Background: an optimization exercise with open tools, aiming at small area. Do not read the settings as production practice.
The RTL of this run was laid out without a check of its function.
No activity file was given, so power comes from the tool's default toggle rates.

==> design/flow/design.v <==
module processor( input         clk, reset,
                  output [31:0] PC,
                  input  [31:0] instruction,
                  output        WE,
                  output [31:0] address_to_mem,
                  output [31:0] data_to_mem,
                  input  [31:0] data_from_mem
                );
	wire [4:0]  Rs;
	wire [4:0]  Rt;
	wire [4:0]  Rd;
	wire [5:0]  Opcode;
	wire [5:0]  Funct;
	wire [4:0]  Shamt;
	wire [15:0] Immediate;
	wire [31:0] SignImm;
	wire [3:0] ALUControl;
	wire RegWrite, RegDst, ALUSrc, Branch, MemWrite, MemToReg, Jal, Jr;
	wire[4:0]  A1Input, A2Input, A3Input;
	wire[31:0] WD3Input;
	wire[31:0] RD1Wire, RD2Wire;
	wire[4:0]  WriteReg;
	wire[31:0] SrcA, SrcB, ALUOut;
	wire Zero;
	wire[31:0] inputPC, outputPC, PCPlus4, PCBranch, PCJal, PCJr;
	wire beqWire;
	wire[31:0] Result;
	assign Opcode =    instruction[31:26];
	assign Rs =        instruction[25:21];
	assign Rt =        instruction[20:16];
	assign Rd =        instruction[15:11];
	assign Shamt =     instruction[10:6];
	assign Funct =     instruction[5:0];
	assign Immediate = instruction[15:0];
	Extend16_32 myExtend(Immediate, SignImm);
	ControlUnit myControlUnit(Opcode, Funct, Shamt,
		                        ALUControl,
		                        RegWrite, RegDst, ALUSrc, Branch, MemWrite, MemToReg, Jal, Jr);
	assign A1Input = Rs;
	assign A2Input = Rt;
	Multx5b_2in MLTXJal_RegisterA3(5'b11111, WriteReg, Jal, A3Input);  
	Multx5b_2in MLTXRegDst_RtOrRd(Rd, Rt, RegDst, WriteReg);     
	Multx32b_2in MLTXJal_RegisterWD3(PCPlus4, Result, Jal, WD3Input);  
	Register32_Array myRegArray (RegWrite, clk, A1Input, A2Input, A3Input,
		                           WD3Input,
		                           RD1Wire, RD2Wire);
	assign SrcA = RD1Wire;
	Multx32b_2in MLTXAluSrc_ALU(SignImm, RD2Wire, ALUSrc, SrcB);
	ALU2 myAlu (SrcA, SrcB, ALUControl,
		          Zero, ALUOut);	
	Multx32b_2in MLTXMemToReg_CPUResult(data_from_mem, ALUOut, MemToReg, Result);
	assign PCPlus4 = outputPC + 4;
	assign PCBranch = (SignImm << 2) + (PCPlus4);
	assign PCJr = RD1Wire;
	assign PCJal = { PCPlus4[31:28], instruction[25:0], 2'b00 };
	assign beqWire = (Branch & Zero);	
	PCMutex myPCMultx(PCJr, PCJal, PCBranch, PCPlus4,
                    Jr, Jal, beqWire,
                    inputPC);
	Register32_reset myPC(inputPC, clk, reset, outputPC);
	assign PC = outputPC;
	assign WE =             MemWrite;
	assign data_to_mem =    RD2Wire;
	assign address_to_mem = ALUOut;
endmodule
module Multx5b_2in(input[4:0] a, b, input s, output[4:0] out);
	assign out = s==1 ? a : b;
endmodule
module Multx32b_2in(input[31:0] a, b, input s, output[31:0] out);
	assign out = s==1 ? a : b;
endmodule
module Comparator(input [31:0] ina, inb, output out);
	assign out = ina==inb;
endmodule
module Extend16_32(input [15:0] in, output [31:0] out);
	assign out = {{16{in[15]}},in[15:0]};
endmodule
module Register32(input[31:0] in,  input clk, output reg [31:0] out);
	always @(posedge clk) begin 
	    out <= in;
	end
endmodule
module Register32_reset( input[31:0] in,
	                     input clk, reset,
	                     output reg [31:0] out);
	always @(posedge clk or posedge reset) begin
		if (reset)	out <= 0;
		else        out <= in;
	end
endmodule
module Register32_Array( input WE3, clk, input[4:0] A1, A2, A3,
                         input[31:0] WD3,
                         output [31:0] RD1, RD2);
	reg [31:0] reg_array [31:0];
	assign RD1 = (A1==0) ? 0 : reg_array[A1[4:0]];
	assign RD2 = (A2==0) ? 0 : reg_array[A2[4:0]];
	always @(posedge clk) begin	
		if (WE3) begin
			reg_array[A3[4:0]] <= WD3[31:0];
		end
	end
endmodule
module PCMutex( input[31:0] jr, jal, beq, plus4,
								input sJr, sJal, sBeq,
								output reg[31:0] pc);
always @ (*) begin
	if      (sJr == 1)	pc = jr;
	else if (sJal ==1)	pc = jal;
	else if (sBeq == 1)	pc = beq;
	else                pc = plus4;
end
endmodule
module ALU2 (
input[31:0] SrcA, SrcB, 
input[3:0]  ALUControl, 
output reg  Zero,
output reg[31:0] ALUResult
);
wire [33:0] w1, w2, w3, w4, w5, w6, w7, w8, w9, w10, w11;
complementAdd32B                myCircuit1(SrcA, SrcB, w1[31:0], w1[32], w1[33]);    
complementSub32B                myCircuit2(SrcA, SrcB, w2[31:0], w2[32], w2[33]);    
logicAND32B                     myCircuit3(SrcA, SrcB, w3[31:0]);                    
logicOR32B                      myCircuit4(SrcA, SrcB, w4[31:0]);                    
logicXOR32B                     myCircuit5(SrcA, SrcB, w5[31:0]);                    
slt32B                          myCircuit6(SrcA, SrcB, w6[31:0]);                    
FourTimesUnsignedAdd8B          myCircuit7(SrcA, SrcB, w7[31:0]);                    
FourTimesSaturatedUnsignedAdd8B myCircuit8(SrcA, SrcB, w8[31:0]);                    
srlv32B                         myCircuit9(SrcA, SrcB, w9[31:0]);                    
sllv32B                        myCircuit10(SrcA, SrcB, w10[31:0]);                   
srav32B                        myCircuit11(SrcA, SrcB, w11[31:0]);                   
always @ (*) begin
	case (ALUControl)
	  4'b0010 : begin ALUResult = w1[31:0]; Zero = (ALUResult == 0) ? 1 : 0; end  
	  4'b0110 : begin ALUResult = w2[31:0]; Zero = (ALUResult == 0) ? 1 : 0; end  
	  4'b0000 : begin ALUResult = w3[31:0]; Zero = (ALUResult == 0) ? 1 : 0; end  
	  4'b0001 : begin ALUResult = w4[31:0]; Zero = (ALUResult == 0) ? 1 : 0; end  
	  4'b0011 : begin ALUResult = w5[31:0]; Zero = (ALUResult == 0) ? 1 : 0; end  
	  4'b0111 : begin ALUResult = w6[31:0]; Zero = (ALUResult == 0) ? 1 : 0; end  
	  4'b1000 : begin ALUResult = w7[31:0]; Zero = (ALUResult == 0) ? 1 : 0; end  
	  4'b1001 : begin ALUResult = w8[31:0]; Zero = (ALUResult == 0) ? 1 : 0; end  
	  4'b0101 : begin ALUResult = w9[31:0]; Zero = (ALUResult == 0) ? 1 : 0; end  
	  4'b1010 : begin ALUResult = w10[31:0]; Zero = (ALUResult == 0) ? 1 : 0; end  
	  4'b1111 : begin ALUResult = w11[31:0]; Zero = (ALUResult == 0) ? 1 : 0; end  
	  default : begin ALUResult = w1[31:0]; Zero = (ALUResult == 0) ? 1 : 0; end
	endcase
end
endmodule
module complementAdd32B(
	input [31:0] a,
	input [31:0] b,
    output [31:0] sum,
	output carry,
	output overflow);
	wire signA;
	wire signB;
	wire signSum;
	wire [32:0] widenSum;
	assign widenSum = a + b;
	assign sum = widenSum[31:0];
	assign signSum = sum[31];
	assign signA = a[31];
	assign signB = b[31];
	assign carry = widenSum[32];
	assign overflow = ((signA == signB) && (signA != signSum )) ? 1'd1 : 1'd0;
endmodule
module FourTimesUnsignedAdd8B(
	input [31:0] a,
	input [31:0] b,
    output [31:0] sum);
	wire [7:0] a1, a2, a3, a4;
	wire [7:0] b1, b2, b3, b4;
	assign a1 = a[7:0]; assign a2 = a[15:8]; assign a3 = a[23:16]; assign a4 = a[31:24];
	assign b1 = b[7:0]; assign b2 = b[15:8]; assign b3 = b[23:16]; assign b4 = b[31:24];
	assign sum = {a4+b4, a3+b3, a2+b2, a1+b1};
endmodule
module SaturatedUnsignedAdd8B(
	input [7:0] a,
	input [7:0] b,
	output [7:0] sum);
	wire [8:0] widenSum;
	wire [8:0] widenA;
	wire [8:0] widenB;
	assign widenA = {1'b0, a[7:0]};
	assign widenB = {1'b0, b[7:0]};
	assign widenSum = widenA + widenB;
	assign sum = (widenSum[8] == 1) ? 8'b11111111 : a + b;
endmodule
module FourTimesSaturatedUnsignedAdd8B(
	input [31:0] a,
	input [31:0] b,
	output [31:0] sum);
	SaturatedUnsignedAdd8B myCircuit1(a[7:0],   b[7:0],   sum[7:0]);
	SaturatedUnsignedAdd8B myCircuit2(a[15:8],  b[15:8],  sum[15:8]);
	SaturatedUnsignedAdd8B myCircuit3(a[23:16], b[23:16], sum[23:16]);
	SaturatedUnsignedAdd8B myCircuit4(a[31:24], b[31:24], sum[31:24]);
endmodule
module complementSub32B(
	input [31:0] a,
	input [31:0] b,
  output [31:0] sum,
	output carry,
	output overflow);
	wire[31:0] complementB;
	assign complementB = (~b) + 1;
	complementAdd32B add(a, complementB, sum, carry, overflow);
endmodule
module srlv32B(
	input [31:0] a,
	input [31:0] b,  
	output [31:0] result);
	assign result = b >> a;
endmodule
module sllv32B(
	input [31:0] a,
	input [31:0] b,
	output [31:0] result);
	assign result = b << a;
endmodule
module srav32B(
	input [31:0] a,
	input signed [31:0] b,  
	output [31:0] result);
	assign result = b >>> a;
endmodule
module logicAND32B(
	input [31:0] a,
	input [31:0] b,
	output [31:0] result);
	assign result = a & b;
endmodule
module logicOR32B(
	input [31:0] a,
	input [31:0] b,
	output [31:0] result);
	assign result = a | b;
endmodule
module logicXOR32B(
	input [31:0] a,
	input [31:0] b,
	output [31:0] result);
	assign result = a ^ b;
endmodule
module slt32B(
	input [31:0] a,
	input [31:0] b,
	output [31:0] result);
	assign result = (a < b) ? 1 : 0;
endmodule
module MainDecoder(
input[5:0] Opcode,
output reg RegWrite, RegDst, ALUSrc,
output reg[1:0] ALUOp,
output reg  Branch, MemWrite, MemToReg, Jal, Jr);
always @ (*) begin
	case (Opcode)
	  6'b000000 : {RegWrite, RegDst, ALUSrc, ALUOp, Branch, MemWrite, MemToReg, Jal, Jr} = {1'b1, 1'b1, 1'b0, 2'b10, 1'b0, 1'b0, 1'b0, 1'b0, 1'b0};
	  6'b100011 : {RegWrite, RegDst, ALUSrc, ALUOp, Branch, MemWrite, MemToReg, Jal, Jr} = {1'b1, 1'b0, 1'b1, 2'b00, 1'b0, 1'b0, 1'b1, 1'b0, 1'b0};
	  6'b101011 : {RegWrite, RegDst, ALUSrc, ALUOp, Branch, MemWrite, MemToReg, Jal, Jr} = {1'b0, 1'b0, 1'b1, 2'b00, 1'b0, 1'b1, 1'b0, 1'b0, 1'b0};
	  6'b000100 : {RegWrite, RegDst, ALUSrc, ALUOp, Branch, MemWrite, MemToReg, Jal, Jr} = {1'b0, 1'b0, 1'b0, 2'b01, 1'b1, 1'b0, 1'b0, 1'b0, 1'b0};
	  6'b001000 : {RegWrite, RegDst, ALUSrc, ALUOp, Branch, MemWrite, MemToReg, Jal, Jr} = {1'b1, 1'b0, 1'b1, 2'b00, 1'b0, 1'b0, 1'b0, 1'b0, 1'b0};
	  6'b000011 : {RegWrite, RegDst, ALUSrc, ALUOp, Branch, MemWrite, MemToReg, Jal, Jr} = {1'b1, 1'b0, 1'b0, 2'b00, 1'b0, 1'b0, 1'b0, 1'b1, 1'b0};
	  6'b000111 : {RegWrite, RegDst, ALUSrc, ALUOp, Branch, MemWrite, MemToReg, Jal, Jr} = {1'b0, 1'b0, 1'b0, 2'b00, 1'b0, 1'b0, 1'b0, 1'b0, 1'b1};
	  6'b011111 : {RegWrite, RegDst, ALUSrc, ALUOp, Branch, MemWrite, MemToReg, Jal, Jr} = {1'b1, 1'b1, 1'b0, 2'b11, 1'b0, 1'b0, 1'b0, 1'b0, 1'b0};
	  default   : {RegWrite, RegDst, ALUSrc, ALUOp, Branch, MemWrite, MemToReg, Jal, Jr} = {1'b0, 1'b0, 1'b0, 2'b00, 1'b0, 1'b0, 1'b0, 1'b0, 1'b0};
	endcase
end
endmodule
module ALUDecoder(
input[1:0] ALUOp,
input [4:0] Shamt,
input [5:0] Funct,
output reg [3:0] ALUControl
);
always @ (*) begin
	case (ALUOp)
	  2'b00 : ALUControl = 4'b0010;
	  2'b01 : ALUControl = 4'b0110;
	  2'b10 : begin
	  	if      ( Funct == 6'b100000 ) ALUControl = 4'b0010;
	  	else if ( Funct == 6'b100010 ) ALUControl = 4'b0110;
	  	else if ( Funct == 6'b100100 ) ALUControl = 4'b0000;
	  	else if ( Funct == 6'b100101 ) ALUControl = 4'b0001;
	  	else if ( Funct == 6'b101010 ) ALUControl = 4'b0111;
	  	else if ( Funct == 6'b000100 ) ALUControl = 4'b1010;   
	  	else if ( Funct == 6'b000110 ) ALUControl = 4'b0101;   
	  	else if ( Funct == 6'b000111 ) ALUControl = 4'b1111;   
	  	else                           ALUControl = 4'b0010;
	  end
	  2'b11 : begin
		if      (( Funct == 6'b010000 ) && ( Shamt == 5'b00000 )) ALUControl = 4'b1000;
	  else if (( Funct == 6'b010000 ) && ( Shamt == 5'b00100 )) ALUControl = 4'b1001;	  	
	  else                                                       ALUControl = 4'b0010;
	  end
	endcase
end
endmodule
module ControlUnit(
input [5:0] Opcode,
input [5:0] Funct,
input [4:0] Shamt,
output[3:0] ALUControl,
output RegWrite, RegDst, ALUSrc, Branch, MemWrite, MemToReg, Jal, Jr
);
wire [1:0] WIREALUOp;
MainDecoder myDecoder1(Opcode, RegWrite, RegDst, ALUSrc, WIREALUOp, Branch, MemWrite, MemToReg, Jal, Jr);
ALUDecoder  myDecoder2(WIREALUOp, Shamt, Funct, ALUControl);
endmodule
==> design/flow/run.sh <==
#!/bin/bash
# synth_recipe.tcl (not shown) runs the flow's synth.tcl, then flattens the netlist and writes it again
# the make line also repeats each setting of config.mk as NAME=value (left out here)
make -C /OpenROAD-flow-scripts/flow DESIGN_CONFIG=/design/flow/config.mk WORK_HOME=/design/flow/orfs CLKGATE_MAP_FILE= SYNTH_SCRIPT=/design/flow/synth_recipe.tcl finish
==> design/flow/config.mk <==
export PLATFORM = sky130hd
export DESIGN_NAME = processor
export DESIGN_NICKNAME = processor
export VERILOG_FILES = /design/flow/design.v
export SDC_FILE = /design/flow/constraint.sdc
export NUM_CORES = 4
export LEC_CHECK = 0
export CAP_MARGIN = 20
export CORE_MARGIN = 2
export CORE_UTILIZATION = 45
export SLEW_MARGIN = 20
==> design/flow/constraint.sdc <==
create_clock -name core_clock -period 12.5 [get_ports {clk}]
set_input_delay 2.5000 -clock core_clock [delete_from_list [all_inputs] [get_ports {clk}]]
set_output_delay 2.5000 -clock core_clock [all_outputs]
set_load 0.01 [all_outputs]
==> qor.csv <==
metric;value;unit
outcome;finished clean;
initial antenna violation count;24;
Max Freq;0.0811;GHz
layout net count;5321;
initial core utilization;45.5;%
number of global-route vias before repair;48514;
die extent in x;380;um
IO buf count;162;
min cycle time layout;12.33;ns
Area growth syn-to-layout;14.7;%
mean post-synth cell area;13.2;um^2
ys async rst share;3.03;%
post-synthesis simple-gate area fraction;8.10;%
CTS tree;built;
H-tree levels;3;
Hold WC Path Type;reg2reg;
fill cell count;11919;
root buf cell;clkbuf_16;
RSZ-0062 raised after global routing;no;
Finished Core Util;52.2;%
adder and majority cell fraction of the synthesized area;2.67;%
pin count of the biggest net entering global routing;70;
Max FO, Critical Path;18;
core area;140000;um^2
post-cts hold buffer count;0;
Yosys warning total;6;
Detailed Route WL;298000;um
post-synthesis mux area share;22.0;%
Startpoint Class;input port;
Synth Area in XOR/XNOR;1.57;%
GR Util met3;8.76;%
ys flop type;edfxtp_1;
MaxCap Viol Count;0;
DR iter-0 viols;7782;
Avg Vias per Cell;7.13;
proportion of layout cells with a drive suffix above 1;23.6;%
GRT Total Usage;40.7;%
Leak;24.6;nW
CTS clock-pin slew for the worst setup and hold paths;0.07;ns
power density over the cells;163;nW/um^2
FP Rows;137;
CTS Buf Count;108;
placed cell areas;69400;um^2
most frequent cells in the layout;edfxtp_1, mux4_2, buf_4;
first-pass GRT wire length;405000;um
GR Util met1;52.7;%
Layout Skew;0.0658;ns
GRT met2 Usage;61.9;%
total design power;11.8;mW
num ports;163;
Unique masters post-synth;98;
DPL Wire Length;212000;um
largest family of logic cells by synthesized area;multiplexers;
Worst Hold Slack;0.524;ns
post-synthesis compound-gate area fraction;12.4;%
sequential share of the synthesized area;49.7;%
syn nets;5017;
final design area excluding fillers;72900;um^2
DRC violations left;0;
endpoint class of the critical path;output pin;
commonest non-fill, non-tap cell in the layout;edfxtp_1;
worst vdd ir;141;uV
Slew headroom;11.1;%
measured slew at the worst slew-check pin;1.32;ns
die area;144000;um^2
critical setup path kind;in2out;
Final period util;98.6;%
remaining antenna violation count;0;
CP arrival;9.83;ns
endpoints failing setup;0;
Setup TNS Final;0;ns
global route overflow;0;
critical path required time;10.00;ns
Post-synth EDFFs;1024;
busiest layer in global routing;met2;
Bufs on Longest Clock Path;3;
die height;380;um
clock latency (worst-skew pair);0.76;ns
Gate Count Post-Synth;4819;
vias;50610;
Final Hold Fails;0;
Seq cells post-synth;1056;
clk sinks;1056;
DR pass1 iterations;7;
Routed wire per std cell;42.0;um
max-slew violation count;0;
Post-Syn Area;63500;um^2
gpl congestion;1.15;
-- worst max-delay path, stage by stage --
cell and delay (ns):
clkdlybuf4s50_1 0.70, or4b_1 0.55, a211oi_4 0.27, buf_12 0.18
buf_4 0.23, nor2_1 0.09, a32oi_1 0.37, inv_2 0.12
ha_1 0.22, inv_1 0.09, fa_1 0.22, nor2b_1 0.19
o21ai_0 0.17, a2111oi_0 0.61, buf_4 0.22, or3_1 0.18
and3_1 0.44, o32ai_1 0.25, o211a_1 0.28, nor3_1 0.25
nor2_1 0.09, a21oi_1 0.20, a21oi_1 0.21, o21ai_0 0.42
buf_4 0.19, a21oi_1 0.08, clkdlybuf4s50_1 0.49
-- per-layer routing --
metal | share of wire (%) | up-vias | wire, um
met3 | 11 | 845 | 33700
met4 | 8.1 | 10 | 24200
met1 | 36 | 25949 | 108000
met5 | 0.021 | - | 64
met2 | 44 | 3664 | 133000
li1 | - | 20142 | -
-- path summary, 6_finish.rpt --
kind	from	endpoint	slack, ns	depth (start not counted)
min in group asynchronous	reset	myPC.out[22]	2.20	3
max in group asynchronous	reset	myPC.out[2]	9.79	3
hold reg to reg	myPC.out[1]	myPC.out[1]	0.52	2
setup / recovery	instruction[29]	address_to_mem[0]	0.17	27
setup reg to reg	myRegArray.reg_array[30][20]	myPC.out[23]	4.49	25
hold / removal	myPC.out[1]	myPC.out[1]	0.52	2
-- registers in the layout (all words and copies together), names as in the netlist --
| register | count |
|---|---|
| myPC.out | 32 |
| myRegArray.reg_array | 1024 |
-- synthesized netlist by cell type (15+ instances only) --
library cell	instances	area, um^2
edfxtp_1	1024	30700
mux4_2	451	10200
nand2_1	318	1190
nor2_1	308	1160
mux2i_1	285	2850
a21oi_1	218	1090
o21ai_0	195	976
clkbuf_1	166	623
ha_1	126	1580
inv_1	110	413
a211oi_1	107	803
xnor2_1	95	832
nor3_1	87	435
mux2_2	81	912
buf_2	80	400
a221oi_1	75	657
o22ai_1	72	450
a22oi_1	70	526
nand3_1	68	340
buf_1	49	184
o221ai_1	45	394
nand4_1	42	263
and2_1	41	257
nor2b_1	39	244
buf_4	38	285
and3_1	36	225
nor4_1	35	219
a22o_1	34	298
dfrtp_1	32	801
buf_6	30	338
o211ai_1	30	225
a31oi_1	29	181
a21o_1	28	210
nand2b_1	22	138
o21bai_1	22	165
xor2_1	19	166
a221o_1	16	160
a211o_1	15	131
o31ai_1	15	113
or3_1	15	93.8
-- layout make-up --
| cell class | count | area (um^2) | area share (%) |
|---|---|---|---|
| well taps | 1876 | 2350 | 3.22 |
| clock inverters | 67 | 546 | 0.749 |
| clock buffers | 135 | 2800 | 3.85 |
| diodes | 9 | 22.5 | 0.0309 |
| repair buffers | 557 | 4870 | 6.68 |
| flip-flops and latches | 1056 | 31600 | 43.3 |
| multi-input cells | 3282 | 30300 | 41.6 |
| inverters | 118 | 443 | 0.608 |
-- timing repair --
action | 4_1_cts | 5_1_grt
setup endpoints to repair | 0 | 4
setup buffers | 0 | 1
gates resized for setup | 0 | 5
-- stage by stage --
step,setup slack [ns],std cells
after floorplan,1.17,4819
after global placement,0.109,6884
after detailed placement,0.196,6888
after CTS,0.147,7090
after global routing,0.0236,7095
final,0.173,7100
-- power breakdown --
part	internal [mW]	leakage, nW	switching (mW)	total (mW)
registers	4.45	9.57	0.0824	4.53
clock network	1.68	1.61	1.43	3.12
logic	1.35	13.4	2.84	4.19
-- cells by family (layout without fill, tap and decap cells) --
kind of cell / Yosys count / after routing
flip-flops: 1056 / 1056
adder cells (fa/ha/maj): 132 / 132
buffers and inverters: 481 / 877
AO/OA/AOI/OAI: 1135 / 1135
multiplexers: 819 / 819
AND/OR/NAND/NOR: 1082 / 1082
other: 0 / 9
XOR/XNOR: 114 / 114

==> what the ideal ports hide <==
The results above use ideal ports. As a check the final layout listed here was re-extracted and re-timed, cells and wires unchanged. Step 1, drivers: a clkbuf_16 drives clk and a buf_2 each remaining input, both assumed. Step 2, shift: input delay + t, output delay - t, t = (earliest + latest rising clock arrival at the registers) / 2. This alone moves slack from input paths to output paths. Three values: ideal ports, drivers, drivers and shift; two values: the first two.
t, ns: 0.812
setup slack, ns: 0.173 / 0.050 / 0.050
worst slew at a driven data input, ns: 0.19
pins driven straight from the clock port: 1
After both steps setup and hold are still met in this run. For this run, drivers alone change the setup slack by -0.123 ns; drivers and shift together by -0.123 ns.
